Background: an optimization exercise with open tools, aiming at small area, a short achievable clock period and few clock cycles per item. Do not read the settings as production practice.
Function was not checked in any run shown here: the RTL went through the layout flow alone.

==> flow/design.v, too long to show whole: its modules and the start of the top module <==
// module Exp: 28 lines
// module sq32: 775 lines
// module mul32: 918 lines
// module fa: 4 lines
// module x2: 3 lines
// module ha: 4 lines
module Exp(
    input clk,
    input rst,
    input [31:0] x,
    input [31:0] n,
    output [31:0] res,
    output done
);
  // ...
==> flow/flow/run.sh <==
#!/bin/bash
# The standard layout, with plain buffers (instead of the resizer's default
# pick) on the ports.
set -euo pipefail
export BUFFER_PORTS_ARGS="-buffer_cell sky130_fd_sc_hd__buf_1"
bash standard.sh > orfs_make.log 2>&1
==> flow/standard.sh <==
#!/bin/bash
# synth_recipe.tcl (not shown) runs the flow's synth.tcl, then flattens the netlist and writes it again
# the make line also repeats each setting of config.mk as NAME=value (left out here)
make -C /OpenROAD-flow-scripts/flow DESIGN_CONFIG=/design/flow/config.mk WORK_HOME=/design/flow/orfs CLKGATE_MAP_FILE= SYNTH_SCRIPT=/design/flow/synth_recipe.tcl "${@:-finish}"
==> flow/config.mk <==
export PLATFORM = sky130hd
export DESIGN_NAME = Exp
export DESIGN_NICKNAME = Exp
export VERILOG_FILES = /design/flow/design.v
export SDC_FILE = /design/flow/constraint.sdc
export NUM_CORES = 4
export LEC_CHECK = 0
export CAP_MARGIN = 20
export CORE_MARGIN = 2
export CORE_UTILIZATION = 45
export PLACE_DENSITY = 0.6
export SETUP_SLACK_MARGIN = 3.5
export SLEW_MARGIN = 20
export SYNTH_HIERARCHICAL = 1
==> flow/constraint.sdc <==
create_clock -name core_clock -period 10.0 [get_ports {clk}]
set_input_delay 2.0000 -clock core_clock [delete_from_list [all_inputs] [get_ports {clk}]]
set_output_delay 2.0000 -clock core_clock [all_outputs]
set_load 0.01 [all_outputs]
==> results.cfg, run 1 <==
[outcome]
status = no timing/DRC/antenna violations

[layout]
multi_input_gates = 1963
final_nets = 2871
inv_count = 77
layout_commonest_cell = fa_1
final_util_pct = 48.7
clock_buffer_count = 10
seq_share_pct = 8.27
register_area_um2 = 1930

[place]
place_ws_ns = 2.75
place.gp.congestion = 0.879

[cts]
cts_num_sinks = 96
cts_htree_levels = 3
hold_buffers = 0
cts_resized = 11
postCtsSetupBuffers = 0

[sta]
setup_viol = 0
rsz0062_at_grt = no
fin_tns_setup_ns = 0

[critical_path]
crit_buf_inv = 2
slowest_delay_ns = 0.63
r2r_end = r[30]

[synthesis]
synth-simple-area-share_pct = 10.7
synth_top_area_cell = fa_1

[global_route]
gr-usage-met3_pct = 4.83
grt-busiest-layer = met2
==> run 2: changes to the inputs <==
--- a/flow/design.v
+++ b/flow/design.v
@@ -736,75 +736,19 @@
     assign ra[27] = s640;
     assign rb[27] = s641;
     assign ra[28] = s642;
     assign rb[28] = s643;
     assign ra[29] = s644;
     assign rb[29] = s645;
     assign ra[30] = s646;
     assign rb[30] = s647;
-    wire s649;
-    x2 u_s649 (.a(s31), .b(s60), .y(s649));
-    wire s650;
-    x2 u_s650 (.a(s87), .b(s112), .y(s650));
-    wire s651;
-    x2 u_s651 (.a(s135), .b(s156), .y(s651));
-    wire s652;
-    x2 u_s652 (.a(s175), .b(s192), .y(s652));
-    wire s653;
-    x2 u_s653 (.a(s207), .b(s220), .y(s653));
-    wire s654;
-    x2 u_s654 (.a(s231), .b(s240), .y(s654));
-    wire s655;
-    x2 u_s655 (.a(s247), .b(s252), .y(s655));
-    wire s656;
-    x2 u_s656 (.a(s255), .b(s649), .y(s656));
-    wire s657;
-    x2 u_s657 (.a(s650), .b(s651), .y(s657));
-    wire s658;
-    x2 u_s658 (.a(s652), .b(s653), .y(s658));
-    wire s659;
-    x2 u_s659 (.a(s654), .b(s655), .y(s659));
-    wire s660;
-    x2 u_s660 (.a(s270), .b(s272), .y(s660));
-    wire s661;
-    x2 u_s661 (.a(s274), .b(s348), .y(s661));
-    wire s662;
-    x2 u_s662 (.a(s350), .b(s656), .y(s662));
-    wire s663;
-    x2 u_s663 (.a(s657), .b(s658), .y(s663));
-    wire s664;
-    x2 u_s664 (.a(s659), .b(s660), .y(s664));
-    wire s665;
-    x2 u_s665 (.a(s661), .b(s662), .y(s665));
-    wire s666;
-    x2 u_s666 (.a(s663), .b(s352), .y(s666));
-    wire s667;
-    x2 u_s667 (.a(s452), .b(s664), .y(s667));
-    wire s668;
-    x2 u_s668 (.a(s354), .b(s454), .y(s668));
-    wire s669;
-    x2 u_s669 (.a(s665), .b(s666), .y(s669));
-    wire s670;
-    x2 u_s670 (.a(s667), .b(s668), .y(s670));
-    wire s671;
-    x2 u_s671 (.a(s669), .b(s542), .y(s671));
-    wire s672;
-    x2 u_s672 (.a(s456), .b(s670), .y(s672));
-    wire s673;
-    x2 u_s673 (.a(s671), .b(s672), .y(s673));
-    wire s674;
-    x2 u_s674 (.a(s673), .b(s544), .y(s674));
-    wire s675;
-    x2 u_s675 (.a(s674), .b(s594), .y(s675));
-    wire s676;
-    x2 u_s676 (.a(s675), .b(s648), .y(s676));
-    assign ra[31] = s676;
+    assign ra[31] = ~(~(s31 ^ s60 ^ s87 ^ s112 ^ s135 ^ s156 ^ s175 ^ s192 ^ s207 ^ s220 ^ s231 ^ s240 ^ s247 ^ s252 ^ s255 ^ s270 ^ s272 ^ s274 ^ s348 ^ s350 ^ s352 ^ s354 ^ s452 ^ s454 ^ s456 ^ s542 ^ s544 ^ s594 ^ s648));
     assign rb[31] = 1'b1;
-    assign y = ~(ra + rb + 32'd1);
+    cpa_inv u_cpa (.a(ra), .b(rb), .y(y));
 endmodule
 module mul32(
     input [31:0] a,
     input [31:0] b,
     output [31:0] y
 );
     wire [31:0] ra, rb;
     wire one0 = b[0] ^ 1'b0;
@@ -1650,83 +1594,678 @@
     assign ra[27] = m730;
     assign rb[27] = m731;
     assign ra[28] = m732;
     assign rb[28] = m733;
     assign ra[29] = m734;
     assign rb[29] = m735;
     assign ra[30] = m736;
     assign rb[30] = m737;
-    wire m739;
-    x2 u_m739 (.a(m32), .b(m63), .y(m739));
-    wire m740;
-    x2 u_m740 (.a(m92), .b(m119), .y(m740));
-    wire m741;
-    x2 u_m741 (.a(m144), .b(m167), .y(m741));
-    wire m742;
-    x2 u_m742 (.a(m188), .b(m207), .y(m742));
-    wire m743;
-    x2 u_m743 (.a(m224), .b(m239), .y(m743));
-    wire m744;
-    x2 u_m744 (.a(m252), .b(m263), .y(m744));
-    wire m745;
-    x2 u_m745 (.a(m272), .b(m279), .y(m745));
-    wire m746;
-    x2 u_m746 (.a(m284), .b(m287), .y(m746));
-    wire m747;
-    x2 u_m747 (.a(m739), .b(m740), .y(m747));
-    wire m748;
-    x2 u_m748 (.a(m741), .b(m742), .y(m748));
-    wire m749;
-    x2 u_m749 (.a(m743), .b(m744), .y(m749));
-    wire m750;
-    x2 u_m750 (.a(m745), .b(m746), .y(m750));
-    wire m751;
-    x2 u_m751 (.a(m314), .b(m316), .y(m751));
-    wire m752;
-    x2 u_m752 (.a(m318), .b(m320), .y(m752));
-    wire m753;
-    x2 u_m753 (.a(m410), .b(m412), .y(m753));
-    wire m754;
-    x2 u_m754 (.a(m747), .b(m748), .y(m754));
-    wire m755;
-    x2 u_m755 (.a(m749), .b(m750), .y(m755));
-    wire m756;
-    x2 u_m756 (.a(m751), .b(m752), .y(m756));
-    wire m757;
-    x2 u_m757 (.a(m753), .b(m754), .y(m757));
-    wire m758;
-    x2 u_m758 (.a(m755), .b(m414), .y(m758));
-    wire m759;
-    x2 u_m759 (.a(m756), .b(m416), .y(m759));
-    wire m760;
-    x2 u_m760 (.a(m526), .b(m757), .y(m760));
-    wire m761;
-    x2 u_m761 (.a(m758), .b(m759), .y(m761));
-    wire m762;
-    x2 u_m762 (.a(m760), .b(m528), .y(m762));
-    wire m763;
-    x2 u_m763 (.a(m530), .b(m761), .y(m763));
-    wire m764;
-    x2 u_m764 (.a(m762), .b(m763), .y(m764));
-    wire m765;
-    x2 u_m765 (.a(m624), .b(m626), .y(m765));
-    wire m766;
-    x2 u_m766 (.a(m764), .b(m765), .y(m766));
-    wire m767;
-    x2 u_m767 (.a(m680), .b(m766), .y(m767));
-    wire m768;
-    x2 u_m768 (.a(m767), .b(m738), .y(m768));
-    assign ra[31] = m768;
+    assign ra[31] = m32 ^ m63 ^ m92 ^ m119 ^ m144 ^ m167 ^ m188 ^ m207 ^ m224 ^ m239 ^ m252 ^ m263 ^ m272 ^ m279 ^ m284 ^ m287 ^ m314 ^ m316 ^ m318 ^ m320 ^ m410 ^ m412 ^ m414 ^ m416 ^ m526 ^ m528 ^ m530 ^ m624 ^ m626 ^ m680 ^ m738;
     assign rb[31] = 1'b0;
-    assign y = ra + rb;
+    cpa_pos u_cpa (.a(ra), .b(rb), .y(y));
 endmodule
 module fa(input a, input b, input c, output s, output co);
     assign s = a ^ b ^ c;
     assign co = (a & b) | (a & c) | (b & c);
 endmodule
-module x2(input a, input b, output y);
-    assign y = a ^ b;
-endmodule
 module ha(input a, input b, output s, output co);
     assign s = a ^ b;
     assign co = a & b;
 endmodule
+module cpa_inv(input [31:0] a, input [31:0] b, output [31:0] y);
+    wire [31:0] p = a ^ b;
+    wire g0 = a[0] | b[0];
+    wire g1 = a[1] & b[1];
+    wire g2 = a[2] & b[2];
+    wire g3 = a[3] & b[3];
+    wire g4 = a[4] & b[4];
+    wire g5 = a[5] & b[5];
+    wire g6 = a[6] & b[6];
+    wire g7 = a[7] & b[7];
+    wire g8 = a[8] & b[8];
+    wire g9 = a[9] & b[9];
+    wire g10 = a[10] & b[10];
+    wire g11 = a[11] & b[11];
+    wire g12 = a[12] & b[12];
+    wire g13 = a[13] & b[13];
+    wire g14 = a[14] & b[14];
+    wire g15 = a[15] & b[15];
+    wire g16 = a[16] & b[16];
+    wire g17 = a[17] & b[17];
+    wire g18 = a[18] & b[18];
+    wire g19 = a[19] & b[19];
+    wire g20 = a[20] & b[20];
+    wire g21 = a[21] & b[21];
+    wire g22 = a[22] & b[22];
+    wire g23 = a[23] & b[23];
+    wire g24 = a[24] & b[24];
+    wire g25 = a[25] & b[25];
+    wire g26 = a[26] & b[26];
+    wire g27 = a[27] & b[27];
+    wire g28 = a[28] & b[28];
+    wire g29 = a[29] & b[29];
+    wire g30 = a[30] & b[30];
+    wire G1, P1;
+    ksa u1 (.gh(g30), .ph(p[30]), .gl(g29), .pl(p[29]), .g(G1), .p(P1));
+    wire G2, P2;
+    ksa u2 (.gh(g29), .ph(p[29]), .gl(g28), .pl(p[28]), .g(G2), .p(P2));
+    wire G3, P3;
+    ksa u3 (.gh(g28), .ph(p[28]), .gl(g27), .pl(p[27]), .g(G3), .p(P3));
+    wire G4, P4;
+    ksa u4 (.gh(g27), .ph(p[27]), .gl(g26), .pl(p[26]), .g(G4), .p(P4));
+    wire G5, P5;
+    ksa u5 (.gh(g26), .ph(p[26]), .gl(g25), .pl(p[25]), .g(G5), .p(P5));
+    wire G6, P6;
+    ksa u6 (.gh(g25), .ph(p[25]), .gl(g24), .pl(p[24]), .g(G6), .p(P6));
+    wire G7, P7;
+    ksa u7 (.gh(g24), .ph(p[24]), .gl(g23), .pl(p[23]), .g(G7), .p(P7));
+    wire G8, P8;
+    ksa u8 (.gh(g23), .ph(p[23]), .gl(g22), .pl(p[22]), .g(G8), .p(P8));
+    wire G9, P9;
+    ksa u9 (.gh(g22), .ph(p[22]), .gl(g21), .pl(p[21]), .g(G9), .p(P9));
+    wire G10, P10;
+    ksa u10 (.gh(g21), .ph(p[21]), .gl(g20), .pl(p[20]), .g(G10), .p(P10));
+    wire G11, P11;
+    ksa u11 (.gh(g20), .ph(p[20]), .gl(g19), .pl(p[19]), .g(G11), .p(P11));
+    wire G12, P12;
+    ksa u12 (.gh(g19), .ph(p[19]), .gl(g18), .pl(p[18]), .g(G12), .p(P12));
+    wire G13, P13;
+    ksa u13 (.gh(g18), .ph(p[18]), .gl(g17), .pl(p[17]), .g(G13), .p(P13));
+    wire G14, P14;
+    ksa u14 (.gh(g17), .ph(p[17]), .gl(g16), .pl(p[16]), .g(G14), .p(P14));
+    wire G15, P15;
+    ksa u15 (.gh(g16), .ph(p[16]), .gl(g15), .pl(p[15]), .g(G15), .p(P15));
+    wire G16, P16;
+    ksa u16 (.gh(g15), .ph(p[15]), .gl(g14), .pl(p[14]), .g(G16), .p(P16));
+    wire G17, P17;
+    ksa u17 (.gh(g14), .ph(p[14]), .gl(g13), .pl(p[13]), .g(G17), .p(P17));
+    wire G18, P18;
+    ksa u18 (.gh(g13), .ph(p[13]), .gl(g12), .pl(p[12]), .g(G18), .p(P18));
+    wire G19, P19;
+    ksa u19 (.gh(g12), .ph(p[12]), .gl(g11), .pl(p[11]), .g(G19), .p(P19));
+    wire G20, P20;
+    ksa u20 (.gh(g11), .ph(p[11]), .gl(g10), .pl(p[10]), .g(G20), .p(P20));
+    wire G21, P21;
+    ksa u21 (.gh(g10), .ph(p[10]), .gl(g9), .pl(p[9]), .g(G21), .p(P21));
+    wire G22, P22;
+    ksa u22 (.gh(g9), .ph(p[9]), .gl(g8), .pl(p[8]), .g(G22), .p(P22));
+    wire G23, P23;
+    ksa u23 (.gh(g8), .ph(p[8]), .gl(g7), .pl(p[7]), .g(G23), .p(P23));
+    wire G24, P24;
+    ksa u24 (.gh(g7), .ph(p[7]), .gl(g6), .pl(p[6]), .g(G24), .p(P24));
+    wire G25, P25;
+    ksa u25 (.gh(g6), .ph(p[6]), .gl(g5), .pl(p[5]), .g(G25), .p(P25));
+    wire G26, P26;
+    ksa u26 (.gh(g5), .ph(p[5]), .gl(g4), .pl(p[4]), .g(G26), .p(P26));
+    wire G27, P27;
+    ksa u27 (.gh(g4), .ph(p[4]), .gl(g3), .pl(p[3]), .g(G27), .p(P27));
+    wire G28, P28;
+    ksa u28 (.gh(g3), .ph(p[3]), .gl(g2), .pl(p[2]), .g(G28), .p(P28));
+    wire G29, P29;
+    ksa u29 (.gh(g2), .ph(p[2]), .gl(g1), .pl(p[1]), .g(G29), .p(P29));
+    wire G30;
+    ksag u30 (.gh(g1), .ph(p[1]), .gl(g0), .g(G30));
+    wire G31, P31;
+    kso u31 (.gh(G1), .ph(P1), .gl(G3), .pl(P3), .g(G31), .p(P31));
+    wire G32, P32;
+    kso u32 (.gh(G2), .ph(P2), .gl(G4), .pl(P4), .g(G32), .p(P32));
+    wire G33, P33;
+    kso u33 (.gh(G3), .ph(P3), .gl(G5), .pl(P5), .g(G33), .p(P33));
+    wire G34, P34;
+    kso u34 (.gh(G4), .ph(P4), .gl(G6), .pl(P6), .g(G34), .p(P34));
+    wire G35, P35;
+    kso u35 (.gh(G5), .ph(P5), .gl(G7), .pl(P7), .g(G35), .p(P35));
+    wire G36, P36;
+    kso u36 (.gh(G6), .ph(P6), .gl(G8), .pl(P8), .g(G36), .p(P36));
+    wire G37, P37;
+    kso u37 (.gh(G7), .ph(P7), .gl(G9), .pl(P9), .g(G37), .p(P37));
+    wire G38, P38;
+    kso u38 (.gh(G8), .ph(P8), .gl(G10), .pl(P10), .g(G38), .p(P38));
+    wire G39, P39;
+    kso u39 (.gh(G9), .ph(P9), .gl(G11), .pl(P11), .g(G39), .p(P39));
+    wire G40, P40;
+    kso u40 (.gh(G10), .ph(P10), .gl(G12), .pl(P12), .g(G40), .p(P40));
+    wire G41, P41;
+    kso u41 (.gh(G11), .ph(P11), .gl(G13), .pl(P13), .g(G41), .p(P41));
+    wire G42, P42;
+    kso u42 (.gh(G12), .ph(P12), .gl(G14), .pl(P14), .g(G42), .p(P42));
+    wire G43, P43;
+    kso u43 (.gh(G13), .ph(P13), .gl(G15), .pl(P15), .g(G43), .p(P43));
+    wire G44, P44;
+    kso u44 (.gh(G14), .ph(P14), .gl(G16), .pl(P16), .g(G44), .p(P44));
+    wire G45, P45;
+    kso u45 (.gh(G15), .ph(P15), .gl(G17), .pl(P17), .g(G45), .p(P45));
+    wire G46, P46;
+    kso u46 (.gh(G16), .ph(P16), .gl(G18), .pl(P18), .g(G46), .p(P46));
+    wire G47, P47;
+    kso u47 (.gh(G17), .ph(P17), .gl(G19), .pl(P19), .g(G47), .p(P47));
+    wire G48, P48;
+    kso u48 (.gh(G18), .ph(P18), .gl(G20), .pl(P20), .g(G48), .p(P48));
+    wire G49, P49;
+    kso u49 (.gh(G19), .ph(P19), .gl(G21), .pl(P21), .g(G49), .p(P49));
+    wire G50, P50;
+    kso u50 (.gh(G20), .ph(P20), .gl(G22), .pl(P22), .g(G50), .p(P50));
+    wire G51, P51;
+    kso u51 (.gh(G21), .ph(P21), .gl(G23), .pl(P23), .g(G51), .p(P51));
+    wire G52, P52;
+    kso u52 (.gh(G22), .ph(P22), .gl(G24), .pl(P24), .g(G52), .p(P52));
+    wire G53, P53;
+    kso u53 (.gh(G23), .ph(P23), .gl(G25), .pl(P25), .g(G53), .p(P53));
+    wire G54, P54;
+    kso u54 (.gh(G24), .ph(P24), .gl(G26), .pl(P26), .g(G54), .p(P54));
+    wire G55, P55;
+    kso u55 (.gh(G25), .ph(P25), .gl(G27), .pl(P27), .g(G55), .p(P55));
+    wire G56, P56;
+    kso u56 (.gh(G26), .ph(P26), .gl(G28), .pl(P28), .g(G56), .p(P56));
+    wire G57, P57;
+    kso u57 (.gh(G27), .ph(P27), .gl(G29), .pl(P29), .g(G57), .p(P57));
+    wire G58;
+    ksog u58 (.gh(G28), .ph(P28), .gl(G30), .g(G58));
+    wire n_g0 = ~g0;
+    wire G59;
+    ksog u59 (.gh(G29), .ph(P29), .gl(n_g0), .g(G59));
+    wire G60, P60;
+    ksa u60 (.gh(G31), .ph(P31), .gl(G35), .pl(P35), .g(G60), .p(P60));
+    wire G61, P61;
+    ksa u61 (.gh(G32), .ph(P32), .gl(G36), .pl(P36), .g(G61), .p(P61));
+    wire G62, P62;
+    ksa u62 (.gh(G33), .ph(P33), .gl(G37), .pl(P37), .g(G62), .p(P62));
+    wire G63, P63;
+    ksa u63 (.gh(G34), .ph(P34), .gl(G38), .pl(P38), .g(G63), .p(P63));
+    wire G64, P64;
+    ksa u64 (.gh(G35), .ph(P35), .gl(G39), .pl(P39), .g(G64), .p(P64));
+    wire G65, P65;
+    ksa u65 (.gh(G36), .ph(P36), .gl(G40), .pl(P40), .g(G65), .p(P65));
+    wire G66, P66;
+    ksa u66 (.gh(G37), .ph(P37), .gl(G41), .pl(P41), .g(G66), .p(P66));
+    wire G67, P67;
+    ksa u67 (.gh(G38), .ph(P38), .gl(G42), .pl(P42), .g(G67), .p(P67));
+    wire G68, P68;
+    ksa u68 (.gh(G39), .ph(P39), .gl(G43), .pl(P43), .g(G68), .p(P68));
+    wire G69, P69;
+    ksa u69 (.gh(G40), .ph(P40), .gl(G44), .pl(P44), .g(G69), .p(P69));
+    wire G70, P70;
+    ksa u70 (.gh(G41), .ph(P41), .gl(G45), .pl(P45), .g(G70), .p(P70));
+    wire G71, P71;
+    ksa u71 (.gh(G42), .ph(P42), .gl(G46), .pl(P46), .g(G71), .p(P71));
+    wire G72, P72;
+    ksa u72 (.gh(G43), .ph(P43), .gl(G47), .pl(P47), .g(G72), .p(P72));
+    wire G73, P73;
+    ksa u73 (.gh(G44), .ph(P44), .gl(G48), .pl(P48), .g(G73), .p(P73));
+    wire G74, P74;
+    ksa u74 (.gh(G45), .ph(P45), .gl(G49), .pl(P49), .g(G74), .p(P74));
+    wire G75, P75;
+    ksa u75 (.gh(G46), .ph(P46), .gl(G50), .pl(P50), .g(G75), .p(P75));
+    wire G76, P76;
+    ksa u76 (.gh(G47), .ph(P47), .gl(G51), .pl(P51), .g(G76), .p(P76));
+    wire G77, P77;
+    ksa u77 (.gh(G48), .ph(P48), .gl(G52), .pl(P52), .g(G77), .p(P77));
+    wire G78, P78;
+    ksa u78 (.gh(G49), .ph(P49), .gl(G53), .pl(P53), .g(G78), .p(P78));
+    wire G79, P79;
+    ksa u79 (.gh(G50), .ph(P50), .gl(G54), .pl(P54), .g(G79), .p(P79));
+    wire G80, P80;
+    ksa u80 (.gh(G51), .ph(P51), .gl(G55), .pl(P55), .g(G80), .p(P80));
+    wire G81, P81;
+    ksa u81 (.gh(G52), .ph(P52), .gl(G56), .pl(P56), .g(G81), .p(P81));
+    wire G82, P82;
+    ksa u82 (.gh(G53), .ph(P53), .gl(G57), .pl(P57), .g(G82), .p(P82));
+    wire G83;
+    ksag u83 (.gh(G54), .ph(P54), .gl(G58), .g(G83));
+    wire G84;
+    ksag u84 (.gh(G55), .ph(P55), .gl(G59), .g(G84));
+    wire n_G30 = ~G30;
+    wire G85;
+    ksag u85 (.gh(G56), .ph(P56), .gl(n_G30), .g(G85));
+    wire G86;
+    ksag u86 (.gh(G57), .ph(P57), .gl(g0), .g(G86));
+    wire G87, P87;
+    kso u87 (.gh(G60), .ph(P60), .gl(G68), .pl(P68), .g(G87), .p(P87));
+    wire G88, P88;
+    kso u88 (.gh(G61), .ph(P61), .gl(G69), .pl(P69), .g(G88), .p(P88));
+    wire G89, P89;
+    kso u89 (.gh(G62), .ph(P62), .gl(G70), .pl(P70), .g(G89), .p(P89));
+    wire G90, P90;
+    kso u90 (.gh(G63), .ph(P63), .gl(G71), .pl(P71), .g(G90), .p(P90));
+    wire G91, P91;
+    kso u91 (.gh(G64), .ph(P64), .gl(G72), .pl(P72), .g(G91), .p(P91));
+    wire G92, P92;
+    kso u92 (.gh(G65), .ph(P65), .gl(G73), .pl(P73), .g(G92), .p(P92));
+    wire G93, P93;
+    kso u93 (.gh(G66), .ph(P66), .gl(G74), .pl(P74), .g(G93), .p(P93));
+    wire G94, P94;
+    kso u94 (.gh(G67), .ph(P67), .gl(G75), .pl(P75), .g(G94), .p(P94));
+    wire G95, P95;
+    kso u95 (.gh(G68), .ph(P68), .gl(G76), .pl(P76), .g(G95), .p(P95));
+    wire G96, P96;
+    kso u96 (.gh(G69), .ph(P69), .gl(G77), .pl(P77), .g(G96), .p(P96));
+    wire G97, P97;
+    kso u97 (.gh(G70), .ph(P70), .gl(G78), .pl(P78), .g(G97), .p(P97));
+    wire G98, P98;
+    kso u98 (.gh(G71), .ph(P71), .gl(G79), .pl(P79), .g(G98), .p(P98));
+    wire G99, P99;
+    kso u99 (.gh(G72), .ph(P72), .gl(G80), .pl(P80), .g(G99), .p(P99));
+    wire G100, P100;
+    kso u100 (.gh(G73), .ph(P73), .gl(G81), .pl(P81), .g(G100), .p(P100));
+    wire G101, P101;
+    kso u101 (.gh(G74), .ph(P74), .gl(G82), .pl(P82), .g(G101), .p(P101));
+    wire G102;
+    ksog u102 (.gh(G75), .ph(P75), .gl(G83), .g(G102));
+    wire G103;
+    ksog u103 (.gh(G76), .ph(P76), .gl(G84), .g(G103));
+    wire G104;
+    ksog u104 (.gh(G77), .ph(P77), .gl(G85), .g(G104));
+    wire G105;
+    ksog u105 (.gh(G78), .ph(P78), .gl(G86), .g(G105));
+    wire n_G58 = ~G58;
+    wire G106;
+    ksog u106 (.gh(G79), .ph(P79), .gl(n_G58), .g(G106));
+    wire n_G59 = ~G59;
+    wire G107;
+    ksog u107 (.gh(G80), .ph(P80), .gl(n_G59), .g(G107));
+    wire G108;
+    ksog u108 (.gh(G81), .ph(P81), .gl(G30), .g(G108));
+    wire G109;
+    ksog u109 (.gh(G82), .ph(P82), .gl(n_g0), .g(G109));
+    wire G110;
+    ksag u110 (.gh(G87), .ph(P87), .gl(G103), .g(G110));
+    wire G111;
+    ksag u111 (.gh(G88), .ph(P88), .gl(G104), .g(G111));
+    wire G112;
+    ksag u112 (.gh(G89), .ph(P89), .gl(G105), .g(G112));
+    wire G113;
+    ksag u113 (.gh(G90), .ph(P90), .gl(G106), .g(G113));
+    wire G114;
+    ksag u114 (.gh(G91), .ph(P91), .gl(G107), .g(G114));
+    wire G115;
+    ksag u115 (.gh(G92), .ph(P92), .gl(G108), .g(G115));
+    wire G116;
+    ksag u116 (.gh(G93), .ph(P93), .gl(G109), .g(G116));
+    wire n_G83 = ~G83;
+    wire G117;
+    ksag u117 (.gh(G94), .ph(P94), .gl(n_G83), .g(G117));
+    wire n_G84 = ~G84;
+    wire G118;
+    ksag u118 (.gh(G95), .ph(P95), .gl(n_G84), .g(G118));
+    wire n_G85 = ~G85;
+    wire G119;
+    ksag u119 (.gh(G96), .ph(P96), .gl(n_G85), .g(G119));
+    wire n_G86 = ~G86;
+    wire G120;
+    ksag u120 (.gh(G97), .ph(P97), .gl(n_G86), .g(G120));
+    wire G121;
+    ksag u121 (.gh(G98), .ph(P98), .gl(G58), .g(G121));
+    wire G122;
+    ksag u122 (.gh(G99), .ph(P99), .gl(G59), .g(G122));
+    wire G123;
+    ksag u123 (.gh(G100), .ph(P100), .gl(n_G30), .g(G123));
+    wire G124;
+    ksag u124 (.gh(G101), .ph(P101), .gl(g0), .g(G124));
+    assign y[0] = p[0];
+    assign y[1] = ~(p[1] ^ g0);
+    assign y[2] = (p[2] ^ G30);
+    assign y[3] = ~(p[3] ^ G59);
+    assign y[4] = ~(p[4] ^ G58);
+    assign y[5] = (p[5] ^ G86);
+    assign y[6] = (p[6] ^ G85);
+    assign y[7] = (p[7] ^ G84);
+    assign y[8] = (p[8] ^ G83);
+    assign y[9] = ~(p[9] ^ G109);
+    assign y[10] = ~(p[10] ^ G108);
+    assign y[11] = ~(p[11] ^ G107);
+    assign y[12] = ~(p[12] ^ G106);
+    assign y[13] = ~(p[13] ^ G105);
+    assign y[14] = ~(p[14] ^ G104);
+    assign y[15] = ~(p[15] ^ G103);
+    assign y[16] = ~(p[16] ^ G102);
+    assign y[17] = (p[17] ^ G124);
+    assign y[18] = (p[18] ^ G123);
+    assign y[19] = (p[19] ^ G122);
+    assign y[20] = (p[20] ^ G121);
+    assign y[21] = (p[21] ^ G120);
+    assign y[22] = (p[22] ^ G119);
+    assign y[23] = (p[23] ^ G118);
+    assign y[24] = (p[24] ^ G117);
+    assign y[25] = (p[25] ^ G116);
+    assign y[26] = (p[26] ^ G115);
+    assign y[27] = (p[27] ^ G114);
+    assign y[28] = (p[28] ^ G113);
+    assign y[29] = (p[29] ^ G112);
+    assign y[30] = (p[30] ^ G111);
+    assign y[31] = (p[31] ^ G110);
+endmodule
+module cpa_pos(input [31:0] a, input [31:0] b, output [31:0] y);
+    wire [31:0] p = a ^ b;
+    wire g0 = a[0] & b[0];
+    wire g1 = a[1] & b[1];
+    wire g2 = a[2] & b[2];
+    wire g3 = a[3] & b[3];
+    wire g4 = a[4] & b[4];
+    wire g5 = a[5] & b[5];
+    wire g6 = a[6] & b[6];
+    wire g7 = a[7] & b[7];
+    wire g8 = a[8] & b[8];
+    wire g9 = a[9] & b[9];
+    wire g10 = a[10] & b[10];
+    wire g11 = a[11] & b[11];
+    wire g12 = a[12] & b[12];
+    wire g13 = a[13] & b[13];
+    wire g14 = a[14] & b[14];
+    wire g15 = a[15] & b[15];
+    wire g16 = a[16] & b[16];
+    wire g17 = a[17] & b[17];
+    wire g18 = a[18] & b[18];
+    wire g19 = a[19] & b[19];
+    wire g20 = a[20] & b[20];
+    wire g21 = a[21] & b[21];
+    wire g22 = a[22] & b[22];
+    wire g23 = a[23] & b[23];
+    wire g24 = a[24] & b[24];
+    wire g25 = a[25] & b[25];
+    wire g26 = a[26] & b[26];
+    wire g27 = a[27] & b[27];
+    wire g28 = a[28] & b[28];
+    wire g29 = a[29] & b[29];
+    wire g30 = a[30] & b[30];
+    wire G1, P1;
+    ksa u1 (.gh(g30), .ph(p[30]), .gl(g29), .pl(p[29]), .g(G1), .p(P1));
+    wire G2, P2;
+    ksa u2 (.gh(g29), .ph(p[29]), .gl(g28), .pl(p[28]), .g(G2), .p(P2));
+    wire G3, P3;
+    ksa u3 (.gh(g28), .ph(p[28]), .gl(g27), .pl(p[27]), .g(G3), .p(P3));
+    wire G4, P4;
+    ksa u4 (.gh(g27), .ph(p[27]), .gl(g26), .pl(p[26]), .g(G4), .p(P4));
+    wire G5, P5;
+    ksa u5 (.gh(g26), .ph(p[26]), .gl(g25), .pl(p[25]), .g(G5), .p(P5));
+    wire G6, P6;
+    ksa u6 (.gh(g25), .ph(p[25]), .gl(g24), .pl(p[24]), .g(G6), .p(P6));
+    wire G7, P7;
+    ksa u7 (.gh(g24), .ph(p[24]), .gl(g23), .pl(p[23]), .g(G7), .p(P7));
+    wire G8, P8;
+    ksa u8 (.gh(g23), .ph(p[23]), .gl(g22), .pl(p[22]), .g(G8), .p(P8));
+    wire G9, P9;
+    ksa u9 (.gh(g22), .ph(p[22]), .gl(g21), .pl(p[21]), .g(G9), .p(P9));
+    wire G10, P10;
+    ksa u10 (.gh(g21), .ph(p[21]), .gl(g20), .pl(p[20]), .g(G10), .p(P10));
+    wire G11, P11;
+    ksa u11 (.gh(g20), .ph(p[20]), .gl(g19), .pl(p[19]), .g(G11), .p(P11));
+    wire G12, P12;
+    ksa u12 (.gh(g19), .ph(p[19]), .gl(g18), .pl(p[18]), .g(G12), .p(P12));
+    wire G13, P13;
+    ksa u13 (.gh(g18), .ph(p[18]), .gl(g17), .pl(p[17]), .g(G13), .p(P13));
+    wire G14, P14;
+    ksa u14 (.gh(g17), .ph(p[17]), .gl(g16), .pl(p[16]), .g(G14), .p(P14));
+    wire G15, P15;
+    ksa u15 (.gh(g16), .ph(p[16]), .gl(g15), .pl(p[15]), .g(G15), .p(P15));
+    wire G16, P16;
+    ksa u16 (.gh(g15), .ph(p[15]), .gl(g14), .pl(p[14]), .g(G16), .p(P16));
+    wire G17, P17;
+    ksa u17 (.gh(g14), .ph(p[14]), .gl(g13), .pl(p[13]), .g(G17), .p(P17));
+    wire G18, P18;
+    ksa u18 (.gh(g13), .ph(p[13]), .gl(g12), .pl(p[12]), .g(G18), .p(P18));
+    wire G19, P19;
+    ksa u19 (.gh(g12), .ph(p[12]), .gl(g11), .pl(p[11]), .g(G19), .p(P19));
+    wire G20, P20;
+    ksa u20 (.gh(g11), .ph(p[11]), .gl(g10), .pl(p[10]), .g(G20), .p(P20));
+    wire G21, P21;
+    ksa u21 (.gh(g10), .ph(p[10]), .gl(g9), .pl(p[9]), .g(G21), .p(P21));
+    wire G22, P22;
+    ksa u22 (.gh(g9), .ph(p[9]), .gl(g8), .pl(p[8]), .g(G22), .p(P22));
+    wire G23, P23;
+    ksa u23 (.gh(g8), .ph(p[8]), .gl(g7), .pl(p[7]), .g(G23), .p(P23));
+    wire G24, P24;
+    ksa u24 (.gh(g7), .ph(p[7]), .gl(g6), .pl(p[6]), .g(G24), .p(P24));
+    wire G25, P25;
+    ksa u25 (.gh(g6), .ph(p[6]), .gl(g5), .pl(p[5]), .g(G25), .p(P25));
+    wire G26, P26;
+    ksa u26 (.gh(g5), .ph(p[5]), .gl(g4), .pl(p[4]), .g(G26), .p(P26));
+    wire G27, P27;
+    ksa u27 (.gh(g4), .ph(p[4]), .gl(g3), .pl(p[3]), .g(G27), .p(P27));
+    wire G28, P28;
+    ksa u28 (.gh(g3), .ph(p[3]), .gl(g2), .pl(p[2]), .g(G28), .p(P28));
+    wire G29, P29;
+    ksa u29 (.gh(g2), .ph(p[2]), .gl(g1), .pl(p[1]), .g(G29), .p(P29));
+    wire G30;
+    ksag u30 (.gh(g1), .ph(p[1]), .gl(g0), .g(G30));
+    wire G31, P31;
+    kso u31 (.gh(G1), .ph(P1), .gl(G3), .pl(P3), .g(G31), .p(P31));
+    wire G32, P32;
+    kso u32 (.gh(G2), .ph(P2), .gl(G4), .pl(P4), .g(G32), .p(P32));
+    wire G33, P33;
+    kso u33 (.gh(G3), .ph(P3), .gl(G5), .pl(P5), .g(G33), .p(P33));
+    wire G34, P34;
+    kso u34 (.gh(G4), .ph(P4), .gl(G6), .pl(P6), .g(G34), .p(P34));
+    wire G35, P35;
+    kso u35 (.gh(G5), .ph(P5), .gl(G7), .pl(P7), .g(G35), .p(P35));
+    wire G36, P36;
+    kso u36 (.gh(G6), .ph(P6), .gl(G8), .pl(P8), .g(G36), .p(P36));
+    wire G37, P37;
+    kso u37 (.gh(G7), .ph(P7), .gl(G9), .pl(P9), .g(G37), .p(P37));
+    wire G38, P38;
+    kso u38 (.gh(G8), .ph(P8), .gl(G10), .pl(P10), .g(G38), .p(P38));
+    wire G39, P39;
+    kso u39 (.gh(G9), .ph(P9), .gl(G11), .pl(P11), .g(G39), .p(P39));
+    wire G40, P40;
+    kso u40 (.gh(G10), .ph(P10), .gl(G12), .pl(P12), .g(G40), .p(P40));
+    wire G41, P41;
+    kso u41 (.gh(G11), .ph(P11), .gl(G13), .pl(P13), .g(G41), .p(P41));
+    wire G42, P42;
+    kso u42 (.gh(G12), .ph(P12), .gl(G14), .pl(P14), .g(G42), .p(P42));
+    wire G43, P43;
+    kso u43 (.gh(G13), .ph(P13), .gl(G15), .pl(P15), .g(G43), .p(P43));
+    wire G44, P44;
+    kso u44 (.gh(G14), .ph(P14), .gl(G16), .pl(P16), .g(G44), .p(P44));
+    wire G45, P45;
+    kso u45 (.gh(G15), .ph(P15), .gl(G17), .pl(P17), .g(G45), .p(P45));
+    wire G46, P46;
+    kso u46 (.gh(G16), .ph(P16), .gl(G18), .pl(P18), .g(G46), .p(P46));
+    wire G47, P47;
+    kso u47 (.gh(G17), .ph(P17), .gl(G19), .pl(P19), .g(G47), .p(P47));
+    wire G48, P48;
+    kso u48 (.gh(G18), .ph(P18), .gl(G20), .pl(P20), .g(G48), .p(P48));
+    wire G49, P49;
+    kso u49 (.gh(G19), .ph(P19), .gl(G21), .pl(P21), .g(G49), .p(P49));
+    wire G50, P50;
+    kso u50 (.gh(G20), .ph(P20), .gl(G22), .pl(P22), .g(G50), .p(P50));
+    wire G51, P51;
+    kso u51 (.gh(G21), .ph(P21), .gl(G23), .pl(P23), .g(G51), .p(P51));
+    wire G52, P52;
+    kso u52 (.gh(G22), .ph(P22), .gl(G24), .pl(P24), .g(G52), .p(P52));
+    wire G53, P53;
+    kso u53 (.gh(G23), .ph(P23), .gl(G25), .pl(P25), .g(G53), .p(P53));
+    wire G54, P54;
+    kso u54 (.gh(G24), .ph(P24), .gl(G26), .pl(P26), .g(G54), .p(P54));
+    wire G55, P55;
+    kso u55 (.gh(G25), .ph(P25), .gl(G27), .pl(P27), .g(G55), .p(P55));
+    wire G56, P56;
+    kso u56 (.gh(G26), .ph(P26), .gl(G28), .pl(P28), .g(G56), .p(P56));
+    wire G57, P57;
+    kso u57 (.gh(G27), .ph(P27), .gl(G29), .pl(P29), .g(G57), .p(P57));
+    wire G58;
+    ksog u58 (.gh(G28), .ph(P28), .gl(G30), .g(G58));
+    wire n_g0 = ~g0;
+    wire G59;
+    ksog u59 (.gh(G29), .ph(P29), .gl(n_g0), .g(G59));
+    wire G60, P60;
+    ksa u60 (.gh(G31), .ph(P31), .gl(G35), .pl(P35), .g(G60), .p(P60));
+    wire G61, P61;
+    ksa u61 (.gh(G32), .ph(P32), .gl(G36), .pl(P36), .g(G61), .p(P61));
+    wire G62, P62;
+    ksa u62 (.gh(G33), .ph(P33), .gl(G37), .pl(P37), .g(G62), .p(P62));
+    wire G63, P63;
+    ksa u63 (.gh(G34), .ph(P34), .gl(G38), .pl(P38), .g(G63), .p(P63));
+    wire G64, P64;
+    ksa u64 (.gh(G35), .ph(P35), .gl(G39), .pl(P39), .g(G64), .p(P64));
+    wire G65, P65;
+    ksa u65 (.gh(G36), .ph(P36), .gl(G40), .pl(P40), .g(G65), .p(P65));
+    wire G66, P66;
+    ksa u66 (.gh(G37), .ph(P37), .gl(G41), .pl(P41), .g(G66), .p(P66));
+    wire G67, P67;
+    ksa u67 (.gh(G38), .ph(P38), .gl(G42), .pl(P42), .g(G67), .p(P67));
+    wire G68, P68;
+    ksa u68 (.gh(G39), .ph(P39), .gl(G43), .pl(P43), .g(G68), .p(P68));
+    wire G69, P69;
+    ksa u69 (.gh(G40), .ph(P40), .gl(G44), .pl(P44), .g(G69), .p(P69));
+    wire G70, P70;
+    ksa u70 (.gh(G41), .ph(P41), .gl(G45), .pl(P45), .g(G70), .p(P70));
+    wire G71, P71;
+    ksa u71 (.gh(G42), .ph(P42), .gl(G46), .pl(P46), .g(G71), .p(P71));
+    wire G72, P72;
+    ksa u72 (.gh(G43), .ph(P43), .gl(G47), .pl(P47), .g(G72), .p(P72));
+    wire G73, P73;
+    ksa u73 (.gh(G44), .ph(P44), .gl(G48), .pl(P48), .g(G73), .p(P73));
+    wire G74, P74;
+    ksa u74 (.gh(G45), .ph(P45), .gl(G49), .pl(P49), .g(G74), .p(P74));
+    wire G75, P75;
+    ksa u75 (.gh(G46), .ph(P46), .gl(G50), .pl(P50), .g(G75), .p(P75));
+    wire G76, P76;
+    ksa u76 (.gh(G47), .ph(P47), .gl(G51), .pl(P51), .g(G76), .p(P76));
+    wire G77, P77;
+    ksa u77 (.gh(G48), .ph(P48), .gl(G52), .pl(P52), .g(G77), .p(P77));
+    wire G78, P78;
+    ksa u78 (.gh(G49), .ph(P49), .gl(G53), .pl(P53), .g(G78), .p(P78));
+    wire G79, P79;
+    ksa u79 (.gh(G50), .ph(P50), .gl(G54), .pl(P54), .g(G79), .p(P79));
+    wire G80, P80;
+    ksa u80 (.gh(G51), .ph(P51), .gl(G55), .pl(P55), .g(G80), .p(P80));
+    wire G81, P81;
+    ksa u81 (.gh(G52), .ph(P52), .gl(G56), .pl(P56), .g(G81), .p(P81));
+    wire G82, P82;
+    ksa u82 (.gh(G53), .ph(P53), .gl(G57), .pl(P57), .g(G82), .p(P82));
+    wire G83;
+    ksag u83 (.gh(G54), .ph(P54), .gl(G58), .g(G83));
+    wire G84;
+    ksag u84 (.gh(G55), .ph(P55), .gl(G59), .g(G84));
+    wire n_G30 = ~G30;
+    wire G85;
+    ksag u85 (.gh(G56), .ph(P56), .gl(n_G30), .g(G85));
+    wire G86;
+    ksag u86 (.gh(G57), .ph(P57), .gl(g0), .g(G86));
+    wire G87, P87;
+    kso u87 (.gh(G60), .ph(P60), .gl(G68), .pl(P68), .g(G87), .p(P87));
+    wire G88, P88;
+    kso u88 (.gh(G61), .ph(P61), .gl(G69), .pl(P69), .g(G88), .p(P88));
+    wire G89, P89;
+    kso u89 (.gh(G62), .ph(P62), .gl(G70), .pl(P70), .g(G89), .p(P89));
+    wire G90, P90;
+    kso u90 (.gh(G63), .ph(P63), .gl(G71), .pl(P71), .g(G90), .p(P90));
+    wire G91, P91;
+    kso u91 (.gh(G64), .ph(P64), .gl(G72), .pl(P72), .g(G91), .p(P91));
+    wire G92, P92;
+    kso u92 (.gh(G65), .ph(P65), .gl(G73), .pl(P73), .g(G92), .p(P92));
+    wire G93, P93;
+    kso u93 (.gh(G66), .ph(P66), .gl(G74), .pl(P74), .g(G93), .p(P93));
+    wire G94, P94;
+    kso u94 (.gh(G67), .ph(P67), .gl(G75), .pl(P75), .g(G94), .p(P94));
+    wire G95, P95;
+    kso u95 (.gh(G68), .ph(P68), .gl(G76), .pl(P76), .g(G95), .p(P95));
+    wire G96, P96;
+    kso u96 (.gh(G69), .ph(P69), .gl(G77), .pl(P77), .g(G96), .p(P96));
+    wire G97, P97;
+    kso u97 (.gh(G70), .ph(P70), .gl(G78), .pl(P78), .g(G97), .p(P97));
+    wire G98, P98;
+    kso u98 (.gh(G71), .ph(P71), .gl(G79), .pl(P79), .g(G98), .p(P98));
+    wire G99, P99;
+    kso u99 (.gh(G72), .ph(P72), .gl(G80), .pl(P80), .g(G99), .p(P99));
+    wire G100, P100;
+    kso u100 (.gh(G73), .ph(P73), .gl(G81), .pl(P81), .g(G100), .p(P100));
+    wire G101, P101;
+    kso u101 (.gh(G74), .ph(P74), .gl(G82), .pl(P82), .g(G101), .p(P101));
+    wire G102;
+    ksog u102 (.gh(G75), .ph(P75), .gl(G83), .g(G102));
+    wire G103;
+    ksog u103 (.gh(G76), .ph(P76), .gl(G84), .g(G103));
+    wire G104;
+    ksog u104 (.gh(G77), .ph(P77), .gl(G85), .g(G104));
+    wire G105;
+    ksog u105 (.gh(G78), .ph(P78), .gl(G86), .g(G105));
+    wire n_G58 = ~G58;
+    wire G106;
+    ksog u106 (.gh(G79), .ph(P79), .gl(n_G58), .g(G106));
+    wire n_G59 = ~G59;
+    wire G107;
+    ksog u107 (.gh(G80), .ph(P80), .gl(n_G59), .g(G107));
+    wire G108;
+    ksog u108 (.gh(G81), .ph(P81), .gl(G30), .g(G108));
+    wire G109;
+    ksog u109 (.gh(G82), .ph(P82), .gl(n_g0), .g(G109));
+    wire G110;
+    ksag u110 (.gh(G87), .ph(P87), .gl(G103), .g(G110));
+    wire G111;
+    ksag u111 (.gh(G88), .ph(P88), .gl(G104), .g(G111));
+    wire G112;
+    ksag u112 (.gh(G89), .ph(P89), .gl(G105), .g(G112));
+    wire G113;
+    ksag u113 (.gh(G90), .ph(P90), .gl(G106), .g(G113));
+    wire G114;
+    ksag u114 (.gh(G91), .ph(P91), .gl(G107), .g(G114));
+    wire G115;
+    ksag u115 (.gh(G92), .ph(P92), .gl(G108), .g(G115));
+    wire G116;
+    ksag u116 (.gh(G93), .ph(P93), .gl(G109), .g(G116));
+    wire n_G83 = ~G83;
+    wire G117;
+    ksag u117 (.gh(G94), .ph(P94), .gl(n_G83), .g(G117));
+    wire n_G84 = ~G84;
+    wire G118;
+    ksag u118 (.gh(G95), .ph(P95), .gl(n_G84), .g(G118));
+    wire n_G85 = ~G85;
+    wire G119;
+    ksag u119 (.gh(G96), .ph(P96), .gl(n_G85), .g(G119));
+    wire n_G86 = ~G86;
+    wire G120;
+    ksag u120 (.gh(G97), .ph(P97), .gl(n_G86), .g(G120));
+    wire G121;
+    ksag u121 (.gh(G98), .ph(P98), .gl(G58), .g(G121));
+    wire G122;
+    ksag u122 (.gh(G99), .ph(P99), .gl(G59), .g(G122));
+    wire G123;
+    ksag u123 (.gh(G100), .ph(P100), .gl(n_G30), .g(G123));
+    wire G124;
+    ksag u124 (.gh(G101), .ph(P101), .gl(g0), .g(G124));
+    assign y[0] = p[0];
+    assign y[1] = (p[1] ^ g0);
+    assign y[2] = ~(p[2] ^ G30);
+    assign y[3] = (p[3] ^ G59);
+    assign y[4] = (p[4] ^ G58);
+    assign y[5] = ~(p[5] ^ G86);
+    assign y[6] = ~(p[6] ^ G85);
+    assign y[7] = ~(p[7] ^ G84);
+    assign y[8] = ~(p[8] ^ G83);
+    assign y[9] = (p[9] ^ G109);
+    assign y[10] = (p[10] ^ G108);
+    assign y[11] = (p[11] ^ G107);
+    assign y[12] = (p[12] ^ G106);
+    assign y[13] = (p[13] ^ G105);
+    assign y[14] = (p[14] ^ G104);
+    assign y[15] = (p[15] ^ G103);
+    assign y[16] = (p[16] ^ G102);
+    assign y[17] = ~(p[17] ^ G124);
+    assign y[18] = ~(p[18] ^ G123);
+    assign y[19] = ~(p[19] ^ G122);
+    assign y[20] = ~(p[20] ^ G121);
+    assign y[21] = ~(p[21] ^ G120);
+    assign y[22] = ~(p[22] ^ G119);
+    assign y[23] = ~(p[23] ^ G118);
+    assign y[24] = ~(p[24] ^ G117);
+    assign y[25] = ~(p[25] ^ G116);
+    assign y[26] = ~(p[26] ^ G115);
+    assign y[27] = ~(p[27] ^ G114);
+    assign y[28] = ~(p[28] ^ G113);
+    assign y[29] = ~(p[29] ^ G112);
+    assign y[30] = ~(p[30] ^ G111);
+    assign y[31] = ~(p[31] ^ G110);
+endmodule
+module ksa(input gh, input ph, input gl, input pl, output g, output p);
+    assign g = ~(gh | (ph & gl));
+    assign p = ~(ph & pl);
+endmodule
+module ksag(input gh, input ph, input gl, output g);
+    assign g = ~(gh | (ph & gl));
+endmodule
+module kso(input gh, input ph, input gl, input pl, output g, output p);
+    assign g = ~(gh & (ph | gl));
+    assign p = ~(ph | pl);
+endmodule
+module ksog(input gh, input ph, input gl, output g);
+    assign g = ~(gh & (ph | gl));
+endmodule
==> run 2 against run 1 <==
Design area increased by 5.0%; final cell count increased by 5.6%; synthesized area increased by 4.8%; largest cell class unchanged; count of clock-buffer cells in the layout decreased by 1; highest routed layer is now met5; non-clock buffer count decreased by 7; via count increased by 10%; fmax decreased by 0.98%; utilization increased by 0.084 points; first-iteration DRC count increased by 64%; register-to-register slack got worse by 0.06 ns; flip-flop and latch count unchanged.
==> results.cfg, run 2 <==
[sta]
slew_viol_final = 0
setup_viol = 0
worst_pin_slew_ns = 1.26
fin_ws_ns = 3.72
period_share_pct = 62.8
fin_skew_ns = 0.0175
hold_violations = 0
relSlewSlack_pct = 16.0
fin_tns_setup_ns = 0
post-route-min-period_ns = 6.28
rsz0062_at_grt = no
fmax_mhz = 159

[critical_path]
crit_path_top_delay_cell = fa_1
crit_family = adder cells
cp.depth = 20
worstSetupStartpoint = b[7]
crit_top_cell = fa_1
path_max_fanout = 25
r2r_slack_ns = 3.72
r2r_end = r[31]
critPathKind = register to register
cp_cell_sequence = buf_4 -> and2_1 -> ha_1 -> nand2b_1 -> inv_4 -> xnor2_1 -> fa_1 -> fa_1 -> fa_1 -> fa_1 -> fa_1 -> fa_1 -> xor2_1 -> xnor2_1 -> xnor2_1 -> xnor2_1 -> xnor2_1 -> xnor3_1 -> xnor3_1 -> nor2b_1
required_ns = 10.25
slowest_delay_ns = 0.57
worst_setup_path_start_kind = register
worstRegToRegCells = 20
crit_buf_inv = 2
crit_path_end = r[31]
cp.arrival_ns = 6.53
r2r_start = b[7]
end_kind = register

[synthesis]
netlist_area_um2 = 23000
synth_commonest_cells = fa_1, nand2_1, xnor2_1, a22oi_1, a21oi_2
synth.yosys.seq_area_share_pct = 8.36
ys_types = 44
syn_avg_cell_area_um2 = 9.59
synth_top_area_cell = fa_1
yosys.area.top_type_share_pct = 34.1
synth.most_common_cell = fa_1
synth_ff_type = dfxtp_1
synth-async-reset-ratio_pct = 0
ys_top_cells_by_area = fa_1, xnor2_1, dfxtp_1
yosys_warnings = 7
synth_seq_cells = 96
synth_edf_count = 0
synthCells = 2397

[layout]
reg.largest.list = b x32, m x32, r x32
drive_above_1_share_pct = 17.1
syn_to_final_growth_pct = 6.57
final_nets = 2982
layout_commonest_cell = fa_1
register_area_um2 = 1930
antenna_cells = 0
filler_cell_count = 4777
final_util_pct = 48.8
post-route-cell-area_um2 = 24500
multi_input_area_um2 = 20300
layout_common_cells = fa_1, nand2_1, xnor2_1

[detailed_routing]
drt_iter0_markers = 2012
final_antenna_net_count = 0
wirelength_um = 78300
vias = 19000
wl_per_cell_um = 25.3
drc = 0
vias_per_cell = 6.16
drtPass1Iterations = 7

[floorplan]
io_pins = 99
row_count = 82
die-width_um = 230
die-area_um2 = 52900
start_util_pct = 45.7
core_um2 = 50300
die_h_um = 230

[cts]
cts_buffers = 9
clock-root-buffer = clkbuf_16
clk_latency_ns = 0.39
cts_htree_levels = 3
tritoncts = built
cts_num_sinks = 96
clockBufferDepth = 2
hold_buffers = 0
clk_pin_slew_ns = 0.09

[global_route]
grt_antenna_before_repair = 0
grt_pass1_vias = 20100
track_usage_pct = 29.8
gr-total-overflow = 0
grt_pass1_wl_um = 120000
grt_start_max_net_pins = 69

[place]
place_ws_ns = 2.42
post-dp-hpwl_um = 57300
place.gp.congestion = 0.937
io_buffers = 98
placed_cell_area_um2 = 23900

[outcome]
status = no timing/DRC/antenna violations

[job]
max_cap_violations = 0

[worst_hold_path]
hp-class = register to register
run 2: cell count changes in the layout (fill, tap and decap cells not counted), moves of 11 or more:
| cell | before | now |
|---|---|---|
| a21oi_2 | 3 | 144 |
| nand2_1 | 298 | 376 |
| buf_4 | 54 | 43 |
| a21o_1 | 21 | 0 |
| a21oi_1 | 116 | 0 |
| nor2_1 | 35 | 85 |
| mux2i_1 | 0 | 14 |
| o21ai_2 | 3 | 88 |
| xor2_1 | 92 | 59 |
| inv_1 | 66 | 35 |
| o21ai_0 | 35 | 18 |
| a22o_1 | 3 | 14 |
run 2: layout make-up:
class,count,share of cell area [%]
Multi-Input combinational cell,2107,83.0
Sequential cell,96,7.88
Timing Repair Buffer,155,3.71
Tap cell,672,3.43
Clock buffer,9,0.919
Inverter,47,0.817
Clock inverter,7,0.250
run 2: how the worst min path moves through the flow:
stage	start	endpoint	cells past startpoint
floorplan	m[13]	m[12]	1
global placement	m[11]	m[10]	1
detailed placement	m[20]	m[19]	1
CTS	m[22]	m[21]	1
global route	m[22]	m[21]	1
finish	m[22]	m[21]	1
run 2: cells by family (layout without fill, tap and decap cells):
kind of cell             count (synthesis)  in the layout  synth area share (%)
adder cells (fa/ha/maj)                500            500                  40.0
XOR/XNOR                               359            359                  13.9
multiplexers                            77             77                  3.81
AO/OA/AOI/OAI                          519            520                  18.0
other                                    2             34                0.0327
flip-flops                              96             96                  8.36
buffers and inverters                  227            218                  4.10
AND/OR/NAND/NOR                        617            617                  11.8
run 2: per-stage QoR:
stage	hold slack (ns)	instances
after floorplan	0.458	2429
after global placement	0.468	3063
after detailed placement	0.474	3063
after CTS	0.495	3081
after global routing	0.503	3093
final	0.486	3093
run 2: layer usage:
metal	global-route usage [%]	wire length (um)	vias to the layer above
met4	12.8	3650	2
met3	6.23	7300	229
met5	0	66	-
met1	39.5	31500	9654
met2	47.1	35700	1116
li1	-	-	8038
run 2: modules after synthesis (local to each module, per instance), excerpt:
module	times used	cell area [um2]
ksag	40	8.76
fa	392	20.0
cpa_pos	1	723
Exp	1	3220
ksa	104	12.5
sq32	1	1450
ha	29	12.5
cpa_inv	1	732
run 2: what timing repair did:
action / 4_1_cts / 5_1_grt
setup endpoints to repair: 17 / 9
hold endpoints to repair: 0 / 0
resized for setup: 14 / 34
cloned: 1 / 1
buffers inserted: 1 / 11
pin swaps: 1 / 3
==> run 3: changes to the inputs <==
--- a/flow/config.mk
+++ b/flow/config.mk
@@ -10,5 +10,5 @@
 export CORE_UTILIZATION = 45
 export PLACE_DENSITY = 0.6
-export SETUP_SLACK_MARGIN = 3.5
+export SETUP_SLACK_MARGIN = 4.2
 export SLEW_MARGIN = 20
 export SYNTH_HIERARCHICAL = 1
==> run 3 against run 2 <==
Synthesized area unchanged; die area unchanged; global-route usage up 1.7 points; critical endpoint unchanged.
==> results.cfg, run 3 <==
[layout]
antenna_cells = 0
final_nets = 3054
reg.largest.list = b x32, m x32, r x32
layout_common_cells = fa_1, nand2_1, xnor2_1
register_area_um2 = 1960
post-route-cell-area_um2 = 26400
final_util_pct = 52.5
syn_to_final_growth_pct = 14.8
fin_cells = 3165
layout_commonest_cell = fa_1
drive_above_1_share_pct = 23.8
multi_input_area_um2 = 20900
filler_cell_count = 4537

[global_route]
grt_pass1_vias = 20700
grt_start_max_net_pins = 75
grt_antenna_before_repair = 1
track_usage_pct = 31.5
gr-total-overflow = 0
grt_pass1_wl_um = 126000

[cts]
hold_buffers = 0
cts_num_sinks = 96
tritoncts = built
clk_latency_ns = 0.39
clock-root-buffer = clkbuf_16
clockBufferDepth = 2
clk_pin_slew_ns = 0.08
cts_buffers = 9
cts_htree_levels = 3

[job]
max_cap_violations = 0

[detailed_routing]
vias_per_cell = 6.14
drt_iter0_markers = 1775
drtPass1Iterations = 6
wl_per_cell_um = 26.3
final_antenna_net_count = 0
vias = 19400
wirelength_um = 83100
drc = 0

[sta]
fin_ws_ns = 4.08
fmax_mhz = 169
setup_viol = 0
slew_viol_final = 0
fin_tns_setup_ns = 0
rsz0062_at_grt = yes
period_share_pct = 59.2
hold_slack_ns = 0.484
post-route-min-period_ns = 5.92
relSlewSlack_pct = 29.7
fin_skew_ns = 0.0203
hold_violations = 0
worst_pin_slew_ns = 1.06

[critical_path]
crit_path_top_delay_cell = fa_1
required_ns = 10.22
critPathKind = register to register
crit_top_cell = xnor2_1
path_max_fanout = 16
slowest_delay_ns = 0.58
cp.arrival_ns = 6.14
worst_setup_path_start_kind = register
cp_cell_sequence = buf_12 -> and2_1 -> ha_4 -> buf_6 -> a22oi_1 -> xnor2_1 -> fa_1 -> fa_1 -> fa_1 -> fa_1 -> fa_2 -> xor2_2 -> xnor2_1 -> xnor2_1 -> xnor2_1 -> xnor2_1 -> xnor3_1 -> xnor3_1 -> nor2b_1
end_kind = register

[worst_hold_path]
hp-class = register to register

[synthesis]
synth-async-reset-ratio_pct = 0
netlist_area_um2 = 23000
synth_ff_type = dfxtp_1
synth_seq_cells = 96
syn_avg_cell_area_um2 = 9.59
synth.yosys.seq_area_share_pct = 8.36
synthCells = 2397
synth.most_common_cell = fa_1
yosys.area.top_type_share_pct = 34.1
synth_edf_count = 0
ys_types = 44
synth_commonest_cells = fa_1, nand2_1, xnor2_1, a22oi_1, a21oi_2
synth_top_area_cell = fa_1
yosys_warnings = 7
ys_top_cells_by_area = fa_1, xnor2_1, dfxtp_1

[place]
place.gp.congestion = 0.951
post-dp-hpwl_um = 57500
dp.cells = 3068
place_ws_ns = 2.66
placed_cell_area_um2 = 23900
io_buffers = 98

[floorplan]
row_count = 82
die-width_um = 230
core_um2 = 50300
io_pins = 99
start_util_pct = 45.7
die_h_um = 230
die-area_um2 = 52900

[outcome]
status = no timing/DRC/antenna violations
## run 3: cell counts after synthesis
No cell type changed its count.
## run 3: cells by family after synthesis
| family | Yosys count | synth area share, % |
|---|---|---|
| AOI/OAI and AO/OA | 519 | 18.0 |
| xor gates and xnor gates | 359 | 13.9 |
| adders and majority gates | 500 | 40.0 |
| buffers and inverters | 227 | 4.10 |
| DFF | 96 | 8.36 |
| muxes | 77 | 3.81 |
| other | 2 | 0.0327 |
| and+or+nand+nor | 617 | 11.8 |
## run 3: final cells by class
| cell class | instances | share of cell area (%) |
|---|---|---|
| clock buffers | 9 | 0.853 |
| clock inverters | 7 | 0.289 |
| inverters | 47 | 1.04 |
| multi-input cells | 2107 | 79.3 |
| flip-flops and latches | 96 | 7.42 |
| well taps | 672 | 3.18 |
| repair buffers | 224 | 7.76 |
| repair inverters | 3 | 0.0995 |
## run 3: path summary, 6_finish.rpt
kind,startpoint,to,slack [ns],cells after the start
min,m[27],m[26],0.48,1
max reg2reg,b[4],r[31],4.08,19
min reg2reg,m[27],m[26],0.48,1
max,b[4],r[31],4.08,19
## run 3: critical path, delay by kind of cell, from the launching register on
family	cells	cell delay, ns
AND/OR/NAND/NOR	2	0.35
buffers and inverters	2	0.43
flip-flops	1	0.36
AO/OA/AOI/OAI	1	0.15
adder cells (fa/ha/maj)	6	2.82
XOR/XNOR	8	1.61
## run 3: repair_timing
action                                  4_1_cts  5_1_grt
cloned                                       18        2
buffers inserted                             35       26
pin swaps                                    15       30
endpoints found under the setup margin       22       14
gates resized for setup                     174       87
## run 3: modules after synthesis (local to each module, per instance), a selection
module | cells | copies in the design | cell area (um2)
cpa_pos | 72 | 1 | 723
fa | 1 | 392 | 20.0
ksag | 1 | 40 | 8.76
mul32 | 814 | 1 | 5870
ksa | 2 | 104 | 12.5
Exp | 249 | 1 | 3220
ha | 1 | 29 | 12.5
## run 3: metal layers
| metal | wire [um] | global-route usage [%] |
|---|---|---|
| met5 | 13 | 0 |
| met4 | 3970 | 13.1 |
| met3 | 7960 | 6.68 |
| met2 | 37800 | 50.2 |
| met1 | 33300 | 41.5 |

[separate check: timing with driven ports]
In the flow no input, the clock included, has a driving cell. The finished layouts below were timed again as built, in two steps. Step 1: set_driving_cell puts a clkbuf_16 on clk and a buf_2 on each other input, an assumption about the parent block. Step 2 times the ports against the registers' clock, not the clock port: input delays grow and output delays shrink by t, the midpoint of the rising clock arrivals with the driver on. Three values: no drivers, after step 1, after step 2; two values: the first two.
run	shift t [ns]	setup slack, ns	worst setup path after step 2	clock arrival spread, ns	worst register clock-pin slew, ns
run 1	0.446	3.780 / 3.780 / 3.780	register to register	0.021 / 0.021	0.08 / 0.08
run 2	0.434	3.719 / 3.719 / 3.719	register to register	0.018 / 0.017	0.09 / 0.09
run 3	0.427	4.079 / 4.079 / 4.079	register to register	0.020 / 0.021	0.09 / 0.09
After both steps every run listed still meets setup and hold.
